Context: an optimization exercise on an open-source flow, tuned for small area, a short achievable clock period and few clock cycles per item. The choices shown serve that exercise and are no tape-out recipe. The RTL was checked by simulation tests, not by an equivalence proof against the original design.

==> xenon: inputs <==
Design sha256, start of the top module:
module sha256(
   input clk,
   input rst,
   input init_start,
   input [607:0] header,
   input [31:0] nonce_start,
   output found,
   output [31:0] nonce_out,
   output [255:0] hash_out
);
localparam [3:0] P_IDLE = 4'd0, P_S = 4'd1, P_J = 4'd2, P_B1 = 4'd3, P_F = 4'd4,
                 P_B2 = 4'd5, P_E = 4'd6, P_I = 4'd7, P_B3 = 4'd8, P_L = 4'd9,
                 P_DONE = 4'd10;
function [31:0] bswap(input [31:0] x);
   bswap = {x[7:0], x[15:8], x[23:16], x[31:24]};
endfunction
function [31:0] iv(input [2:0] k);
   case (k)
      3'd0: iv = 32'h6a09e667;
      3'd1: iv = 32'hbb67ae85;
      3'd2: iv = 32'h3c6ef372;
      3'd3: iv = 32'ha54ff53a;
      3'd4: iv = 32'h510e527f;
      3'd5: iv = 32'h9b05688c;
      3'd6: iv = 32'h1f83d9ab;
      default: iv = 32'h5be0cd19;
   endcase
endfunction
function [31:0] kc(input [5:0] t);
   case (t)
      6'd0: kc = 32'h428a2f98; 6'd1: kc = 32'h71374491; 6'd2: kc = 32'hb5c0fbcf; 6'd3: kc = 32'he9b5dba5;
      6'd4: kc = 32'h3956c25b; 6'd5: kc = 32'h59f111f1; 6'd6: kc = 32'h923f82a4; 6'd7: kc = 32'hab1c5ed5;
      6'd8: kc = 32'hd807aa98; 6'd9: kc = 32'h12835b01; 6'd10: kc = 32'h243185be; 6'd11: kc = 32'h550c7dc3;
      6'd12: kc = 32'h72be5d74; 6'd13: kc = 32'h80deb1fe; 6'd14: kc = 32'h9bdc06a7; 6'd15: kc = 32'hc19bf174;
      6'd16: kc = 32'he49b69c1; 6'd17: kc = 32'hefbe4786; 6'd18: kc = 32'h0fc19dc6; 6'd19: kc = 32'h240ca1cc;
  ...
export LEC_CHECK = 0
export CAP_MARGIN = 20
export CORE_MARGIN = 2
export CORE_UTILIZATION = 40
export CTS_BUF_LIST = sky130_fd_sc_hd__clkbuf_8 sky130_fd_sc_hd__clkbuf_16
export CTS_CLUSTER_DIAMETER = 50
export CTS_CLUSTER_SIZE = 20
export PLACE_DENSITY = 0.55
export SETUP_SLACK_MARGIN = 5
export SLEW_MARGIN = 20
export SYNTH_HIERARCHICAL = 1
export SYNTH_MINIMUM_KEEP_SIZE = 0
create_clock -name core_clock -period 10.0 [get_ports {clk}]
standard.sh (not shown) runs the stock make flow with config.mk's settings and CLKGATE_MAP_FILE= SYNTH_SCRIPT=/design/flow/synth_recipe.tcl, a recipe that flattens the netlist after the stock synthesis.
==> flow/flow/run.sh <==
#!/bin/bash
# Layout flow: the standard synthesis, then the standard ORFS steps with
# small port buffers and a tighter setup-repair margin.  Each step's full
# output goes to a log file in this folder (ORFS's own logs are kept under
# orfs/logs).
set -uo pipefail
EXTRA=$(cat flow/extra_vars.txt)
bash standard.sh synth > synth.log 2>&1 || { echo "synth failed"; exit 1; }
eval "bash standard.sh $EXTRA finish" > layout.log 2>&1 || { echo "layout failed"; exit 1; }
test -f out/final.def || { echo "no final.def"; exit 1; }
==> flow/flow/extra_vars.txt <==
'BUFFER_PORTS_ARGS=-buffer_cell sky130_fd_sc_hd__buf_1' SETUP_SLACK_MARGIN=6
==> inputs of nickel, as changes to xenon <==
--- a/flow/design.v
+++ b/flow/design.v
@@ -41,23 +41,16 @@
       6'd40: kc = 32'ha2bfe8a1; 6'd41: kc = 32'ha81a664b; 6'd42: kc = 32'hc24b8b70; 6'd43: kc = 32'hc76c51a3;
       6'd44: kc = 32'hd192e819; 6'd45: kc = 32'hd6990624; 6'd46: kc = 32'hf40e3585; 6'd47: kc = 32'h106aa070;
       6'd48: kc = 32'h19a4c116; 6'd49: kc = 32'h1e376c08; 6'd50: kc = 32'h2748774c; 6'd51: kc = 32'h34b0bcb5;
       6'd52: kc = 32'h391c0cb3; 6'd53: kc = 32'h4ed8aa4a; 6'd54: kc = 32'h5b9cca4f; 6'd55: kc = 32'h682e6ff3;
       6'd56: kc = 32'h748f82ee; 6'd57: kc = 32'h78a5636f; 6'd58: kc = 32'h84c87814; 6'd59: kc = 32'h8cc70208;
       6'd60: kc = 32'h90befffa; 6'd61: kc = 32'ha4506ceb; 6'd62: kc = 32'hbef9a3f7; default: kc = 32'hc67178f2;
    endcase
 endfunction
-function [31:0] kc2(input [5:0] t);
-   reg [5:0] u;
-   begin
-      u = t + 6'd2;
-      kc2 = kc(u);
-   end
-endfunction
 function [31:0] rotr(input [31:0] x, input integer n);
    rotr = (x >> n) | (x << (32 - n));
 endfunction
 function [31:0] bsig0(input [31:0] x);
    bsig0 = rotr(x, 2) ^ rotr(x, 13) ^ rotr(x, 22);
 endfunction
 function [31:0] bsig1(input [31:0] x);
    bsig1 = rotr(x, 6) ^ rotr(x, 11) ^ rotr(x, 25);
@@ -69,40 +62,39 @@
    ssig1 = rotr(x, 17) ^ rotr(x, 19) ^ (x >> 10);
 endfunction
 function [31:0] csa_s(input [31:0] x, input [31:0] y, input [31:0] z);
    csa_s = x ^ y ^ z;
 endfunction
 function [31:0] csa_c(input [31:0] x, input [31:0] y, input [31:0] z);
    csa_c = {(x[30:0] & y[30:0]) | (x[30:0] & z[30:0]) | (y[30:0] & z[30:0]), 1'b0};
 endfunction
-localparam [3:0] P_D = 4'd11, P_G = 4'd14;
+localparam [3:0] P_D = 4'd11, P_D1 = 4'd12, P_D2 = 4'd13, P_G = 4'd14;
 reg [3:0] ph;
 reg [5:0] cnt;
 reg init_r, init_d;
 always @(posedge clk) begin
    init_r <= init_start;
    init_d <= init_r;
 end
 wire start = init_d & ~init_r;      
 reg found_r;
 reg cap_r;
 reg first;
 reg [31:0] N;
-reg lt_acc, eq_acc;
-wire found_d = lt_acc;
+reg hlt, heq, llt, leq;
+wire found_d = hlt | (heq & llt);
 reg [3:0] phn;
 reg [5:0] cntn;
 reg last;
 always @(*) begin
    case (ph)
       P_S:  last = (cnt[2:0] == 3'd6);
       P_J, P_F, P_G, P_E, P_L: last = (cnt[1:0] == 2'd3);
       P_I:  last = cnt[0];
-      P_D:  last = cnt[3];
       P_B1, P_B2, P_B3: last = (cnt == 6'd63);
       P_IDLE: last = start;
       P_DONE: last = 1'b0;
       default: last = 1'b1;
    endcase
    phn = ph;
    if (last) case (ph)
       P_IDLE: phn = P_S;
@@ -111,93 +103,89 @@
       P_B1: phn = P_F;
       P_F:  phn = P_G;
       P_G:  phn = P_B2;
       P_B2: phn = P_E;
       P_E:  phn = P_I;
       P_I:  phn = P_B3;
       P_B3: phn = P_L;
       P_L:  phn = cap_r ? P_D : P_B2;
-      P_D:  phn = found_d ? P_DONE : P_S;
+      P_D:  phn = P_D1;
+      P_D1: phn = P_D2;
+      P_D2: phn = found_d ? P_DONE : P_S;
       default: phn = P_IDLE;
    endcase
    cntn = (last || ph == P_IDLE || ph == P_DONE) ? 6'd0 : cnt + 6'd1;
 end
 wire [1:0] cl = last ? 2'd0 : cnt[1:0] + 2'd1;
 wire inB = (ph == P_B1) | (ph == P_B2) | (ph == P_B3);
 wire nB = (phn == P_B1) | (phn == P_B2) | (phn == P_B3);
 wire nE = (phn == P_E);
 wire nL = (phn == P_L);
 wire nF = (phn == P_F);
 wire nG = (phn == P_G);
 wire nR61 = (ph == P_B3) & (cnt == 6'd60);
 wire nB63 = inB & (cnt == 6'd62);
-reg c_isB, c_aiv, c_aF, c_aE, c_kwen, c_E, c_L, c_rot, c_F;
+reg c_isB, c_aiv, c_aF, c_aE, c_kwen, c_E, c_L, c_L0, c_rot, c_F;
 reg [1:0] c_ivi;
 reg [31:0] K_r;
 reg c_xa_a, c_xa_c, c_xa_d, c_ya_0, c_ya_2, c_ya_iv;
 reg c_xe_e, c_xe_g, c_xe_h;
 reg [3:0] c_yoh;     
-reg [2:0] c_w3;      
-reg c_Dx, c_Dma, c_D0, c_rotE_D, c_rotA_D;
+reg [1:0] c_twi;     
 reg c_R61;           
 always @(posedge clk) begin
    if (rst) begin
       ph <= P_IDLE;
       cnt <= 6'd0;
       c_isB <= 1'b0; c_aiv <= 1'b0; c_aF <= 1'b0; c_aE <= 1'b0;
-      c_kwen <= 1'b0; c_E <= 1'b0; c_L <= 1'b0; c_rot <= 1'b0; c_F <= 1'b0;
-      c_Dx <= 1'b0; c_rotE_D <= 1'b0; c_rotA_D <= 1'b0;
+      c_kwen <= 1'b0; c_E <= 1'b0; c_L <= 1'b0; c_L0 <= 1'b0; c_rot <= 1'b0; c_F <= 1'b0;
       c_R61 <= 1'b0;
    end else begin
       ph <= phn;
       cnt <= cntn;
       c_isB <= nB;
       c_aiv <= (phn == P_J) | (phn == P_I) | (nE & cl[1]);
       c_aF <= 1'b0;
       c_aE <= nE & ~cl[1];
       c_kwen <= (nB & ~nB63) | ((cl == 2'd3) & ((phn == P_J) | nG | nL)) |
                 ((phn == P_I) & cl[0]);
       c_E <= nE;
       c_L <= nL;
-      c_Dx <= (phn == P_D) & ~cntn[3];
-      c_rotE_D <= (phn == P_D) & ~cntn[3] & ~cntn[2];
-      c_rotA_D <= (phn == P_D) & ~cntn[3] & cntn[2];
+      c_L0 <= nL & (cl == 2'd0);
       c_rot <= nF | nG | nL | nE;
       c_F <= nF;
       c_R61 <= nR61;
    end
    c_ivi <= (phn == P_J) ? ~cl : {nE, ~cl[0]};
    c_xa_a <= nE & ~cl[0];
    c_xa_c <= nE & cl[0];
    c_xa_d <= ~nE;
    c_ya_0 <= nE & ~cl[0];
    c_ya_2 <= nE & cl[0];
    c_ya_iv <= ~nE;
    c_xe_e <= (nE & ~cl[0]) | nR61;
    c_xe_g <= nE & cl[0];
    c_xe_h <= ~nE & ~nR61;
    c_yoh <= nR61 ? 4'b0001 : (4'b0001 << cl);
-   c_w3 <= (phn == P_D) ? ~cntn[2:0] : 3'd7;
-   c_Dma <= cntn[2];
-   c_D0 <= (cntn[2:0] == 3'd0);
+   c_twi <= nR61 ? 2'd3 : ~cl;
 end
-reg c_isB_a, c_aiv_a, c_aF_a, c_aE_a, c_E_a, c_L_a, c_rot_a, c_F_a;
-reg [1:0] c_ivi_a;
+reg c_isB_a, c_aiv_a, c_aF_a, c_aE_a, c_E_a, c_L_a, c_L0_a, c_rot_a, c_F_a;
+reg [1:0] c_ivi_a, c_twi_a;
 reg [3:0] c_yoh_a;
 reg c_xa_a_a, c_xa_c_a, c_xa_d_a, c_ya_0_a, c_ya_2_a, c_ya_iv_a;
 always @(posedge clk) begin
    if (rst) begin
       c_isB_a <= 1'b0; c_aiv_a <= 1'b0; c_aF_a <= 1'b0; c_aE_a <= 1'b0;
-      c_E_a <= 1'b0; c_L_a <= 1'b0; c_rot_a <= 1'b0; c_F_a <= 1'b0;
+      c_E_a <= 1'b0; c_L_a <= 1'b0; c_L0_a <= 1'b0; c_rot_a <= 1'b0; c_F_a <= 1'b0;
    end else begin
       c_isB_a <= c_isB; c_aiv_a <= c_aiv; c_aF_a <= c_aF; c_aE_a <= c_aE;
-      c_E_a <= c_E; c_L_a <= c_L; c_rot_a <= c_rot; c_F_a <= c_F;
+      c_E_a <= c_E; c_L_a <= c_L; c_L0_a <= c_L0; c_rot_a <= c_rot; c_F_a <= c_F;
    end
-   c_ivi_a <= c_ivi; c_yoh_a <= c_yoh;
+   c_ivi_a <= c_ivi; c_yoh_a <= c_yoh; c_twi_a <= c_twi;
    c_xa_a_a <= c_xa_a; c_xa_c_a <= c_xa_c; c_xa_d_a <= c_xa_d;
    c_ya_0_a <= c_ya_0; c_ya_2_a <= c_ya_2; c_ya_iv_a <= c_ya_iv;
 end
 reg [4:0] ic;
 reg [1:0] iblk;
 reg [4:0] icn;
 reg [1:0] iblkn;
 always @(*) begin
@@ -224,18 +212,18 @@
 wire [31:0] Nplus = N + {31'd0, ~first};
 always @(posedge clk) begin
    if (rst) begin
       N <= nonce_start;
       first <= 1'b1;
       found_r <= 1'b0;
    end else begin
       if (iblk == 2'd2 && ic == 5'd3) first <= 1'b0;
-      if ((ph == P_L && cnt == 6'd3 && !cap_r) || (ph == P_D && last && !found_d)) N <= Nplus;
-      if (ph == P_D && last) begin
+      if ((ph == P_L && cnt == 6'd3 && !cap_r) || (ph == P_D2 && !found_d)) N <= Nplus;
+      if (ph == P_D2) begin
          if (found_d) found_r <= 1'b1;
          else first <= 1'b1;
       end
    end
 end
 reg [31:0] a, b, c, d, e, f, g, h;
 reg [31:0] w [0:15];
 reg [31:0] ma0, ma1, ma2, ma3, me0, me1, me2, me3;
@@ -245,17 +233,17 @@
 wire [31:0] MJ = (a & b) | (a & c) | (b & c);
 reg [31:0] t1_r, q_r;
 wire [31:0] t1;
 cpa32 cpa_t(.x(csa_s(h, S1, CH)), .y(csa_c(h, S1, CH)), .s(t1));
 wire [31:0] enew;
 cpa32 cpa_e(.x(csa_s(q_r, S1, CH)), .y(csa_c(q_r, S1, CH)), .s(enew));
 wire [31:0] anew;
 cpa32 cpa_a(.x(csa_s(t1_r, S0, MJ)), .y(csa_c(t1_r, S0, MJ)), .s(anew));
-always @(posedge clk) K_r <= c_isB ? kc2(cnt) : c_kwen ? 32'h71374491 : 32'h428a2f98;
+always @(posedge clk) K_r <= c_isB ? kc(cnt + 6'd2) : c_kwen ? 32'h71374491 : 32'h428a2f98;
 wire [31:0] us = csa_s(g, K_r, w[7]);
 wire [31:0] uc = csa_c(g, K_r, w[7]);
 wire [31:0] hn, qn;
 cpa32 cpa_h(.x(us), .y(uc), .s(hn));
 cpa32 cpa_q(.x(csa_s(us, uc, b)), .y(csa_c(us, uc, b)), .s(qn));
 always @(posedge clk) begin
    t1_r <= t1;
    q_r <= qn;
@@ -300,17 +288,17 @@
 cpa32 cpa_w(.x(sc_s), .y(sc_c), .s(sched));
 wire [31:0] hw [0:18];
 genvar gi;
 generate for (gi = 0; gi < 19; gi = gi + 1) begin : g_hw
    assign hw[gi] = header[607 - 32*gi -: 32];
 end endgenerate
 reg [18:0] hsel;
 integer hi;
-wire hev1 = (ph == P_IDLE && start) || (ph == P_D && last && !found_d);
+wire hev1 = (ph == P_IDLE && start) || (ph == P_D2 && !found_d);
 wire hev2 = (ph == P_B1 && cnt == 6'd60) || (ph == P_B3 && cnt == 6'd56);
 always @(posedge clk) begin
    if (rst) hsel <= 19'd0;
    else begin
       hsel[0] <= hev1;
       for (hi = 1; hi < 16; hi = hi + 1) hsel[hi] <= hsel[hi-1] & ~hev1;
       hsel[16] <= hev2;
       hsel[17] <= hsel[16];
@@ -343,48 +331,64 @@
 always @(posedge clk) begin
    for (k = 0; k < 15; k = k + 1) w[k] <= w[k+1];
    if (c_E_a) w[10] <= addA;
    w[15] <= c_selE ? addE : ic[4] ? sched : msg;
 end
 wire ins = c_F | (c_L & cap_r);
 wire ins_a = c_F_a | (c_L_a & cap_r);
 always @(posedge clk) begin
-   if (c_rot_a | c_rotA_D) begin
+   if (c_rot_a) begin
       ma1 <= ma0; ma2 <= ma1; ma3 <= ma2; ma0 <= ins_a ? addA : ma3;
    end
-   if (c_rot | c_rotE_D) begin
+   if (c_rot) begin
       me1 <= me0; me2 <= me1; me3 <= me2; me0 <= ins ? addE : me3;
    end
 end
 reg [5:0] qs, qs1;
 reg [1:0] rs;
 reg [23:0] mant;
 wire [7:0] sx = header[7:0] - 8'd3;
 always @(posedge clk) begin
    qs <= sx[7:2];
    qs1 <= sx[7:2] + 6'd1;
    rs <= sx[1:0];
    mant <= {header[15:8], header[23:16], header[31:24]};
 end
 wire [55:0] mm = {32'd0, mant} << {rs, 3'b000};
-reg [31:0] vh_r;
-reg cmp_cap;
-wire [5:0] wt = {3'd0, c_w3};
-wire [31:0] tw = (wt == qs) ? mm[31:0] : (wt == qs1) ? mm[55:32] : 32'd0;
-wire [31:0] cx = c_Dx ? bswap(c_Dma ? ma3 : me3) : vh_r;
-wire lt_w, eq_w;
-cmp32 cmph(.x(cx), .y(tw), .lt(lt_w), .eq(eq_w));
+reg [31:0] vh_r, vl_r;
+reg [1:0] cmp_twi;
+reg cmp_v, cmp_L0, cmp_cap;
+reg [1:0] cmpl_twi;
+reg cmpl_v, cmpl_L0;
+wire [5:0] wh = {4'd1, cmp_twi};
+wire [5:0] wl = {4'd0, cmpl_twi};
+wire [31:0] th = (wh == qs) ? mm[31:0] : (wh == qs1) ? mm[55:32] : 32'd0;
+wire [31:0] tl = (wl == qs) ? mm[31:0] : (wl == qs1) ? mm[55:32] : 32'd0;
+wire hlt_w, heq_w, llt_w, leq_w;
+cmp32 cmph(.x(vh_r), .y(th), .lt(hlt_w), .eq(heq_w));
+cmp32 cmpl(.x(vl_r), .y(tl), .lt(llt_w), .eq(leq_w));
 always @(posedge clk) begin
    vh_r <= bswap(addE);
+   vl_r <= bswap(addA);
+   cmp_twi <= c_twi;
+   cmp_v <= c_L;
+   cmp_L0 <= c_L0;
    cmp_cap <= c_R61;
-   if (cmp_cap) cap_r <= lt_w | eq_w;
-   if (c_Dx) begin
-      lt_acc <= c_D0 ? lt_w : (lt_acc | (eq_acc & lt_w));
-      eq_acc <= c_D0 ? eq_w : (eq_acc & eq_w);
+   cmpl_twi <= c_twi_a;
+   cmpl_v <= c_L_a;
+   cmpl_L0 <= c_L0_a;
+   if (cmp_cap) cap_r <= hlt_w | heq_w;
+   if (cmp_v) begin
+      hlt <= cmp_L0 ? hlt_w : (hlt | (heq & hlt_w));
+      heq <= cmp_L0 ? heq_w : (heq & heq_w);
+   end
+   if (cmpl_v) begin
+      llt <= cmpl_L0 ? llt_w : (llt | (leq & llt_w));
+      leq <= cmpl_L0 ? leq_w : (leq & leq_w);
    end
 end
 assign found = found_r;
 assign nonce_out = N;
 assign hash_out = {bswap(me3), bswap(me2), bswap(me1), bswap(me0),
                    bswap(ma3), bswap(ma2), bswap(ma1), bswap(ma0)};
 endmodule
 module cmp32(input [31:0] x, input [31:0] y, output lt, output eq);
- CORE_UTILIZATION: 40 -> 35
- PLACE_DENSITY: 0.55 -> 0.5
==> inputs of cedar, as changes to xenon <==
--- a/flow/design.v
+++ b/flow/design.v
@@ -83,27 +83,32 @@
    init_d <= init_r;
 end
 wire start = init_d & ~init_r;      
 reg found_r;
 reg cap_r;
 reg first;
 reg [31:0] N;
 reg lt_acc, eq_acc;
+wire lt_w, eq_w;       
+wire lt7, eq7;         
+reg cmp_cap;           
+wire rejnow = cmp_cap & ~(lt7 | eq7);
 wire found_d = lt_acc;
 reg [3:0] phn;
 reg [5:0] cntn;
 reg last;
 always @(*) begin
    case (ph)
       P_S:  last = (cnt[2:0] == 3'd6);
       P_J, P_F, P_G, P_E, P_L: last = (cnt[1:0] == 2'd3);
       P_I:  last = cnt[0];
       P_D:  last = cnt[3];
-      P_B1, P_B2, P_B3: last = (cnt == 6'd63);
+      P_B1, P_B2: last = (cnt == 6'd63);
+      P_B3: last = (cnt == 6'd63);
       P_IDLE: last = start;
       P_DONE: last = 1'b0;
       default: last = 1'b1;
    endcase
    phn = ph;
    if (last) case (ph)
       P_IDLE: phn = P_S;
       P_S:  phn = P_J;
@@ -143,74 +148,74 @@
    if (rst) begin
       ph <= P_IDLE;
       cnt <= 6'd0;
       c_isB <= 1'b0; c_aiv <= 1'b0; c_aF <= 1'b0; c_aE <= 1'b0;
       c_kwen <= 1'b0; c_E <= 1'b0; c_L <= 1'b0; c_rot <= 1'b0; c_F <= 1'b0;
       c_Dx <= 1'b0; c_rotE_D <= 1'b0; c_rotA_D <= 1'b0;
       c_R61 <= 1'b0;
    end else begin
-      ph <= phn;
-      cnt <= cntn;
-      c_isB <= nB;
+      ph <= rejnow ? P_L : phn;
+      cnt <= rejnow ? 6'd1 : cntn;
+      c_isB <= nB & ~rejnow;
       c_aiv <= (phn == P_J) | (phn == P_I) | (nE & cl[1]);
       c_aF <= 1'b0;
       c_aE <= nE & ~cl[1];
       c_kwen <= (nB & ~nB63) | ((cl == 2'd3) & ((phn == P_J) | nG | nL)) |
                 ((phn == P_I) & cl[0]);
       c_E <= nE;
-      c_L <= nL;
+      c_L <= nL | rejnow;
       c_Dx <= (phn == P_D) & ~cntn[3];
       c_rotE_D <= (phn == P_D) & ~cntn[3] & ~cntn[2];
       c_rotA_D <= (phn == P_D) & ~cntn[3] & cntn[2];
-      c_rot <= nF | nG | nL | nE;
+      c_rot <= nF | nG | nL | nE | rejnow;
       c_F <= nF;
       c_R61 <= nR61;
    end
    c_ivi <= (phn == P_J) ? ~cl : {nE, ~cl[0]};
    c_xa_a <= nE & ~cl[0];
    c_xa_c <= nE & cl[0];
    c_xa_d <= ~nE;
    c_ya_0 <= nE & ~cl[0];
    c_ya_2 <= nE & cl[0];
    c_ya_iv <= ~nE;
    c_xe_e <= (nE & ~cl[0]) | nR61;
    c_xe_g <= nE & cl[0];
    c_xe_h <= ~nE & ~nR61;
-   c_yoh <= nR61 ? 4'b0001 : (4'b0001 << cl);
+   c_yoh <= rejnow ? 4'b0010 : nR61 ? 4'b0001 : (4'b0001 << cl);
    c_w3 <= (phn == P_D) ? ~cntn[2:0] : 3'd7;
    c_Dma <= cntn[2];
    c_D0 <= (cntn[2:0] == 3'd0);
 end
 reg c_isB_a, c_aiv_a, c_aF_a, c_aE_a, c_E_a, c_L_a, c_rot_a, c_F_a;
 reg [1:0] c_ivi_a;
 reg [3:0] c_yoh_a;
 reg c_xa_a_a, c_xa_c_a, c_xa_d_a, c_ya_0_a, c_ya_2_a, c_ya_iv_a;
 always @(posedge clk) begin
    if (rst) begin
       c_isB_a <= 1'b0; c_aiv_a <= 1'b0; c_aF_a <= 1'b0; c_aE_a <= 1'b0;
       c_E_a <= 1'b0; c_L_a <= 1'b0; c_rot_a <= 1'b0; c_F_a <= 1'b0;
    end else begin
-      c_isB_a <= c_isB; c_aiv_a <= c_aiv; c_aF_a <= c_aF; c_aE_a <= c_aE;
-      c_E_a <= c_E; c_L_a <= c_L; c_rot_a <= c_rot; c_F_a <= c_F;
+      c_isB_a <= c_isB & ~rejnow; c_aiv_a <= c_aiv; c_aF_a <= c_aF; c_aE_a <= c_aE;
+      c_E_a <= c_E; c_L_a <= c_L; c_rot_a <= c_rot | rejnow; c_F_a <= c_F;
    end
    c_ivi_a <= c_ivi; c_yoh_a <= c_yoh;
    c_xa_a_a <= c_xa_a; c_xa_c_a <= c_xa_c; c_xa_d_a <= c_xa_d;
    c_ya_0_a <= c_ya_0; c_ya_2_a <= c_ya_2; c_ya_iv_a <= c_ya_iv;
 end
 reg [4:0] ic;
 reg [1:0] iblk;
 reg [4:0] icn;
 reg [1:0] iblkn;
 always @(*) begin
    icn = ic;
    iblkn = iblk;
    if (ph == P_S && cnt == 6'd0) begin
       icn = 5'd0; iblkn = 2'd1;
-   end else if ((ph == P_B1 && cnt == 6'd61) || (ph == P_B3 && cnt == 6'd57)) begin
+   end else if ((ph == P_B1 && cnt == 6'd61) || (ph == P_B3 && cnt == 6'd55)) begin
       icn = 5'd0; iblkn = 2'd2;
    end else if (ph == P_B2 && cnt == 6'd59) begin
       icn = 5'd0; iblkn = 2'd3;
    end else if (!ic[4])
       icn = ic + 5'd1;
 end
 always @(posedge clk) begin
    if (rst) begin
@@ -278,19 +283,19 @@
    else if (c_aE_a) a_oth = d;
    else a_oth = ma3;
    if (c_aiv) e_oth = iv({1'b1, c_ivi});
    else if (c_aE) e_oth = h;
    else e_oth = me3;
 end
 always @(posedge clk) begin
    a <= c_isB_a ? anew : a_oth;
-   e <= c_isB ? enew : e_oth;
+   e <= (c_isB & ~rejnow) ? enew : e_oth;
    b <= a; c <= b; d <= c;
-   f <= e; g <= f; h <= c_kwen ? hn : g;
+   f <= e; g <= f; h <= (c_kwen & ~rejnow) ? hn : g;
 end
 wire [31:0] ss1 = ssig1(w[15]);
 wire [31:0] ss0 = ssig0(w[2]);
 wire [31:0] q1s = csa_s(ss1, w[10], ss0);
 wire [31:0] q1c = csa_c(ss1, w[10], ss0);
 reg [31:0] sc_s, sc_c;
 always @(posedge clk) begin
    sc_s <= csa_s(q1s, q1c, w[1]);
@@ -301,17 +306,17 @@
 wire [31:0] hw [0:18];
 genvar gi;
 generate for (gi = 0; gi < 19; gi = gi + 1) begin : g_hw
    assign hw[gi] = header[607 - 32*gi -: 32];
 end endgenerate
 reg [18:0] hsel;
 integer hi;
 wire hev1 = (ph == P_IDLE && start) || (ph == P_D && last && !found_d);
-wire hev2 = (ph == P_B1 && cnt == 6'd60) || (ph == P_B3 && cnt == 6'd56);
+wire hev2 = (ph == P_B1 && cnt == 6'd60) || (ph == P_B3 && cnt == 6'd54);
 always @(posedge clk) begin
    if (rst) hsel <= 19'd0;
    else begin
       hsel[0] <= hev1;
       for (hi = 1; hi < 16; hi = hi + 1) hsel[hi] <= hsel[hi-1] & ~hev1;
       hsel[16] <= hev2;
       hsel[17] <= hsel[16];
       hsel[18] <= hsel[17];
@@ -346,42 +351,43 @@
    w[15] <= c_selE ? addE : ic[4] ? sched : msg;
 end
 wire ins = c_F | (c_L & cap_r);
 wire ins_a = c_F_a | (c_L_a & cap_r);
 always @(posedge clk) begin
    if (c_rot_a | c_rotA_D) begin
       ma1 <= ma0; ma2 <= ma1; ma3 <= ma2; ma0 <= ins_a ? addA : ma3;
    end
-   if (c_rot | c_rotE_D) begin
+   if (c_rot | c_rotE_D | rejnow) begin
       me1 <= me0; me2 <= me1; me3 <= me2; me0 <= ins ? addE : me3;
    end
 end
 reg [5:0] qs, qs1;
 reg [1:0] rs;
 reg [23:0] mant;
 wire [7:0] sx = header[7:0] - 8'd3;
 always @(posedge clk) begin
    qs <= sx[7:2];
    qs1 <= sx[7:2] + 6'd1;
    rs <= sx[1:0];
    mant <= {header[15:8], header[23:16], header[31:24]};
 end
 wire [55:0] mm = {32'd0, mant} << {rs, 3'b000};
 reg [31:0] vh_r;
-reg cmp_cap;
 wire [5:0] wt = {3'd0, c_w3};
-wire [31:0] tw = (wt == qs) ? mm[31:0] : (wt == qs1) ? mm[55:32] : 32'd0;
-wire [31:0] cx = c_Dx ? bswap(c_Dma ? ma3 : me3) : vh_r;
-wire lt_w, eq_w;
-cmp32 cmph(.x(cx), .y(tw), .lt(lt_w), .eq(eq_w));
+wire [31:0] twd = (wt == qs) ? mm[31:0] : (wt == qs1) ? mm[55:32] : 32'd0;
+reg [31:0] t7_r;
+always @(posedge clk) t7_r <= (qs == 6'd7) ? mm[31:0] : (qs1 == 6'd7) ? mm[55:32] : 32'd0;
+wire [31:0] cx = bswap(c_Dma ? ma3 : me3);
+cmp32 cmpd(.x(cx), .y(twd), .lt(lt_w), .eq(eq_w));
+cmp32 cmp7(.x(vh_r), .y(t7_r), .lt(lt7), .eq(eq7));
 always @(posedge clk) begin
    vh_r <= bswap(addE);
    cmp_cap <= c_R61;
-   if (cmp_cap) cap_r <= lt_w | eq_w;
+   if (cmp_cap) cap_r <= lt7 | eq7;
    if (c_Dx) begin
       lt_acc <= c_D0 ? lt_w : (lt_acc | (eq_acc & lt_w));
       eq_acc <= c_D0 ? eq_w : (eq_acc & eq_w);
    end
 end
 assign found = found_r;
 assign nonce_out = N;
 assign hash_out = {bswap(me3), bswap(me2), bswap(me1), bswap(me0),
==> notes.md <==
| item | cedar | xenon | nickel |
|---|---|---|---|
| Worst R2R Start | c_xa_a_a$_DFF_P_ | c_xe_g$_DFF_P_ | c_xa_c$_DFF_P_ |
| Period minus WS final | 4000 ps | 4020 ps | 3970 ps |
| Instance count of the mapped netlist | 6504 | 6409 | 6422 |
| CP Launch Point | c_xa_a_a$_DFF_P_ | c_xe_g$_DFF_P_ | c_xa_c$_DFF_P_ |
| Register-to-register path setup slack | 6000 ps | 5980 ps | 6030 ps |
| Metal1 wirelength | 135 mm | 139 mm | 150 mm |
| Initial antenna violation count | 106 | 79 | 121 |
| Final period utilization | 0.400 | 0.402 | 0.397 |
| Run status | timing/DRC/antenna clean | timing/DRC/antenna clean | timing/DRC/antenna clean |
| Clock transition time at the flip-flop clock pins of the worst setup and hold paths | 80 ps | 70 ps | 70 ps |
| Number of clock buffer instances in the layout | 158 | 161 | 155 |
| Combined area of the multi-input logic cells | 35200 µm² | 34600 µm² | 34600 µm² |
| Count of buffer and inverter cells on the critical path | 2 | 3 | 3 |
| Fraction of final layout cells sized beyond drive strength 1 | 0.106 | 0.104 | 0.110 |
| Proportion of cell area occupied by multi-input gates | 0.435 | 0.434 | 0.428 |
| Combined area of all synthesized cells | 69000 µm² | 67800 µm² | 68500 µm² |
| Global-route met1 utilization | 0.481 | 0.498 | 0.456 |
| Critical Path RT | 10590 ps | 10670 ps | 10580 ps |
Testbench counts of xenon, summed over its fixed seeds: cycles 860,574, nonces 6,203.
Testbench counts of nickel, summed over its fixed seeds: cycles 860,286, nonces 6,203.
Testbench counts of cedar, summed over its fixed seeds: cycles 848,264, nonces 6,203.

[what the ideal ports hide]
No port has a modelled driver above. Below, the same layouts with a new extraction and two added sets of constraints. Step 1: set_driving_cell puts a clkbuf_16 on clk and a buf_2 on each other input, an assumption about the parent block. Step 2 times the ports against the registers' clock, not the clock port: input delays grow and output delays shrink by t, the midpoint of the rising clock arrivals with the driver on. a / b / c = ideal ports / drivers / drivers and shift; a / b = the first two.
| run | shift t [ns] | slack for setup (ns) | worst setup path at the end | latest minus earliest clock arrival (ns) | slew at the worst register clock pin (ns) |
|---|---|---|---|---|---|
| xenon | 0.916 | 5.981 / 5.936 / 5.606 | input to register | 0.061 / 0.060 | 0.08 / 0.08 |
| nickel | 0.901 | 6.030 / 6.001 / 5.712 | input to register | 0.061 / 0.062 | 0.09 / 0.09 |
| cedar | 0.894 | 5.997 / 5.982 / 5.648 | input to register | 0.048 / 0.048 | 0.08 / 0.08 |
After both steps setup and hold are still met in every run listed. For xenon, which loses most, drivers alone change the setup slack by -0.045 ns; drivers and shift together by -0.375 ns.
